Context: an optimization exercise on an open-source flow, tuned for small area. The choices shown serve that exercise and are no tape-out recipe. The RTL was checked by simulation tests, not by an equivalence proof against the original design. The flow treats the clock pin as an ideal source. Dropping or thinning the clock tree relies on that and would not hold on a real chip. No activity file was given, so power comes from the tool's default toggle rates.

==> module cs42448_i2cm, before the edit <==
module cs42448_i2cm (
	input				sys_clk,
	input				sys_nrst,
	input				ld,
	input				rw,
	input	[4 : 0]		ptr,
	input	[7 : 0]		cfg_byte,
	output				ready,
	output				scl,
	input				sda_i,
	output				sda_o,
	output				sda_oe
);
	localparam	S_START		= 5'd0,
				S_ADDR		= 5'd1,
				S_NB		= 5'd2,
				S_RL		= 5'd5,
				S_STOP		= 5'd6,
				S_EP		= 5'd7,
				S_BIT0		= 5'd8,		 
				S_ER		= 5'd16,
				S_RACK		= 5'd17,
				S_WACK		= 5'd18,
				S_ACHK		= 5'd19;
	reg		[4 : 0]		stg;
	reg		[1 : 0]		byt;		 
	reg		[4 : 0]		scnt;
	reg					first;
	reg					rdf;
	reg					busy;		 
	reg					rdl;		 
	reg					ackr;
	reg					sda_r;
	wire	act = ld | busy;
	wire	wrap5 = (scnt == (first ? 5'd29 : 5'd30));
	wire	[2 : 0]	bi = stg[2 : 0];
	wire	c0 = (scnt == 5'd0);
	wire	s_bits = stg[3];
	wire	s_start = (stg == S_START);
	wire	s_nb = (stg == S_NB);
	wire	s_stop = (stg == S_STOP);
	wire	s_ep = (stg == S_EP);
	wire	s_er = (stg == S_ER);
	wire	s_rack = (stg == S_RACK);
	wire	s_wack = (stg == S_WACK);
	wire	s_achk = (stg == S_ACHK);
	wire	nack_restart = s_start & c0 & busy & ackr;
	assign ready = s_start & c0 & (!busy | ackr);
	wire	iosel = (s_wack & !c0) | s_achk | s_nb |
					(s_bits & (byt == 2'd3)) | (s_rack & c0) |
					nack_restart | (s_stop & c0 & (byt != 2'd3));
	wire	scl_hi = (scnt > 5'd6) & (scnt < 5'd19);
	assign scl = s_start ? ((scnt < 5'd25) & !nack_restart) :
				 (s_bits | s_wack | s_rack) ? scl_hi :
				 s_stop ? (scnt > 5'd6) :
				 (s_ep | s_er);
	assign sda_o = sda_r;
	assign sda_oe = !iosel;
	reg		txbit;
	always@(*)begin
		if(byt == 2'd0)begin
			case(bi)
				3'd0: txbit = 1'b1;
				3'd1: txbit = 1'b0;
				3'd2: txbit = 1'b0;
				3'd3: txbit = 1'b1;
				3'd4: txbit = 1'b0;
				3'd5: txbit = 1'b1;
				3'd6: txbit = 1'b1;
				default: txbit = rdf;
			endcase
		end else if(byt[0])begin
			txbit = bi[2] | (bi == 3'd3) ? ptr[3'd7 - bi] : 1'b0;
		end else begin
			txbit = cfg_byte[3'd7 - bi];
		end
	end
	always@(posedge sys_clk)begin
		if(!sys_nrst)begin
			stg <= S_START;
			scnt <= 5'd0;
			first <= 1'b1;
			busy <= 1'b0;
			sda_r <= 1'b1;
		end else begin
			if(s_bits)begin
				sda_r <= txbit;
				if(wrap5)begin
					scnt <= 5'd0;
					if(bi == 3'd7)
						stg <= (byt == 2'd3) ? S_RACK : S_WACK;
					else
						stg <= stg + 5'd1;
				end else
					scnt <= scnt + 5'd1;
			end else begin
				case(stg)
					S_START: begin
						if(!busy)begin
							rdf <= 1'b0;
							busy <= ld;
							rdl <= rw;
						end
						if(c0)
							sda_r <= 1'b1;
						if(scnt == 5'd6)
							sda_r <= 1'b0;
						if(wrap5)begin
							scnt <= 5'd0;
							stg <= S_ADDR;
						end else if(act)
							scnt <= scnt + 5'd1;
					end
					S_ADDR: begin
						if(scnt == 5'd6)begin
							scnt <= 5'd0;
							stg <= S_BIT0;
						end else
							scnt <= scnt + 5'd1;
						byt <= 2'd0;
					end
					S_NB: begin
						stg <= S_BIT0;
						byt <= (byt == 2'd0) ? {rdf, 1'b1} : 2'd2;
					end
					S_RL: begin
						stg <= S_STOP;
					end
					S_STOP: begin
						if(c0)
							sda_r <= 1'b0;
						if(scnt == 5'd24)
							sda_r <= 1'b1;
						if(wrap5)begin
							scnt <= 5'd0;
							first <= 1'b0;
							stg <= S_EP;
						end else
							scnt <= scnt + 5'd1;
					end
					S_EP: begin
						if(scnt == 5'd6)begin
							scnt <= 5'd0;
							if(rdl & !rdf)begin
								stg <= S_START;
								rdf <= 1'b1;
							end else
								stg <= S_ER;
						end else
							scnt <= scnt + 5'd1;
					end
					S_ER: begin
						stg <= S_START;
						busy <= 1'b0;
					end
					S_RACK: begin
						sda_r <= 1'b1;
						if(wrap5)begin
							scnt <= 5'd0;
							stg <= S_RL;
						end else
							scnt <= scnt + 5'd1;
					end
					S_WACK: begin
						if(scnt == 5'd12)
							ackr <= sda_i;
						if(wrap5)begin
							scnt <= 5'd0;
							stg <= S_ACHK;
						end else
							scnt <= scnt + 5'd1;
					end
					S_ACHK: begin
						if(ackr)
							stg <= S_START;
						else if(byt[1] | (byt[0] & rdl))
							stg <= S_STOP;
						else
							stg <= S_NB;
					end
					default: ;
				endcase
			end
		end
	end
endmodule
Settings: LEC_CHECK=0, CAP_MARGIN=20, CORE_MARGIN=2, CORE_UTILIZATION=60, SLEW_MARGIN=20; clock period 10.0 ns.
standard.sh (not shown) runs the stock make flow with config.mk's settings and CLKGATE_MAP_FILE= SYNTH_SCRIPT=/design/flow/synth_recipe.tcl, a recipe that flattens the netlist after the stock synthesis.
==> flow/flow/run.sh <==
#!/bin/bash
# Own layout flow: the standard ORFS flow (standard.sh) with
#  - an area-oriented ABC mapping script in synthesis (registers unchanged),
#  - single-drive port buffers,
#  - a one-level clock tree built in the CTS step's PRE hook (optional).
set -euo pipefail
here=$(pwd)
flowdir=$here/flow

# ORFS scripts with the ABC area script replaced
rm -rf "$here/orfs_scripts"
cp -r "$FLOW_HOME/scripts" "$here/orfs_scripts"
cat > "$here/orfs_scripts/abc_area.script" <<'ABC'
strash
dc2
dch -f
amap
topo
dnsize
strash
dc2
dch -f
amap
topo
dnsize
ABC
export SCRIPTS_DIR=$here/orfs_scripts
export ABC_AREA=1
export BUFFER_PORTS_ARGS="-buffer_cell sky130_fd_sc_hd__buf_1"

MODE=manual
if [[ $MODE == manual ]]; then
  export MTREE_TCL=$flowdir/mtree.tcl
  export MTREE_K=${MTREE_K:-5}
  export MTREE_BUF=${MTREE_BUF:-sky130_fd_sc_hd__clkbuf_16}
  export MTREE_ROOT=${MTREE_ROOT:-sky130_fd_sc_hd__clkbuf_4}
  export PRE_CTS_TCL=$flowdir/pre_cts.tcl
else
  export CTS_ARGS="-sink_clustering_enable -repair_clock_nets -buf_list sky130_fd_sc_hd__clkbuf_8 -dont_use_dummy_load"
fi

bash standard.sh > standard.log 2>&1
Other scripts of this flow, unchanged in this note and not shown: flow/flow/mtree.tcl, flow/flow/pre_cts.tcl
The first run produced a clean layout.
==> next run, changes <==
--- a/flow/design.v
+++ b/flow/design.v
@@ -360,10 +360,11 @@
 								stg <= S_ER;
 						end else
 							scnt <= scnt + 5'd1;
 					end
 					S_ER: begin
+						rdf <= 1'b0;
 						stg <= S_START;
 						busy <= 1'b0;
 					end
 					S_RACK: begin
 						sda_r <= 1'b1;
=> The new run passed the timing, design-rule and antenna checks. Worst hold slack gets worse by 0.016 ns. Critical path depth grows by 4. Total power is higher by a few percent. Worst setup slack gets worse by 0.13 ns. Fmax shrinks by a few percent. Routed wire length falls slightly. Via count climbs slightly. Combinational power is higher by a quarter to a third. Clock power barely changes. Sequential power rose slightly. Final cell count climbs slightly. Register-to-register slack is better by 0.51 ns. Clock skew fell by 0.0085 ns. Cell area stays flat.
In every run of this note, the design's own scripts or RTL, not TritonCTS, make the clock network.

[separate check: timing with driven ports]
Ports are ideal in the flow. The routed layouts listed here were re-timed in OpenROAD.
Step 1: set_driving_cell puts a clkbuf_16 on sys_clk and a buf_2 on each other input, an assumption about the parent block.
Step 2 times the ports against the registers' clock, not the clock port: input delays grow and output delays shrink by t, the midpoint of the rising clock arrivals with the driver on.
Three values: ideal, step 1, step 2; two values: the first two.
| run | shift t [ns] | setup WS [ns] | hold WS [ns] | worst data-port slew with drivers (ns) |
|---|---|---|---|---|
| the first run | 0.488 | 5.391 / 5.362 / 5.850 | 0.335 / 0.335 / 0.335 | 0.03 |
| the second run | 0.473 | 5.262 / 5.233 / 5.706 | 0.319 / 0.319 / 0.319 | 0.03 |
After both steps setup and hold are still met in every run listed.
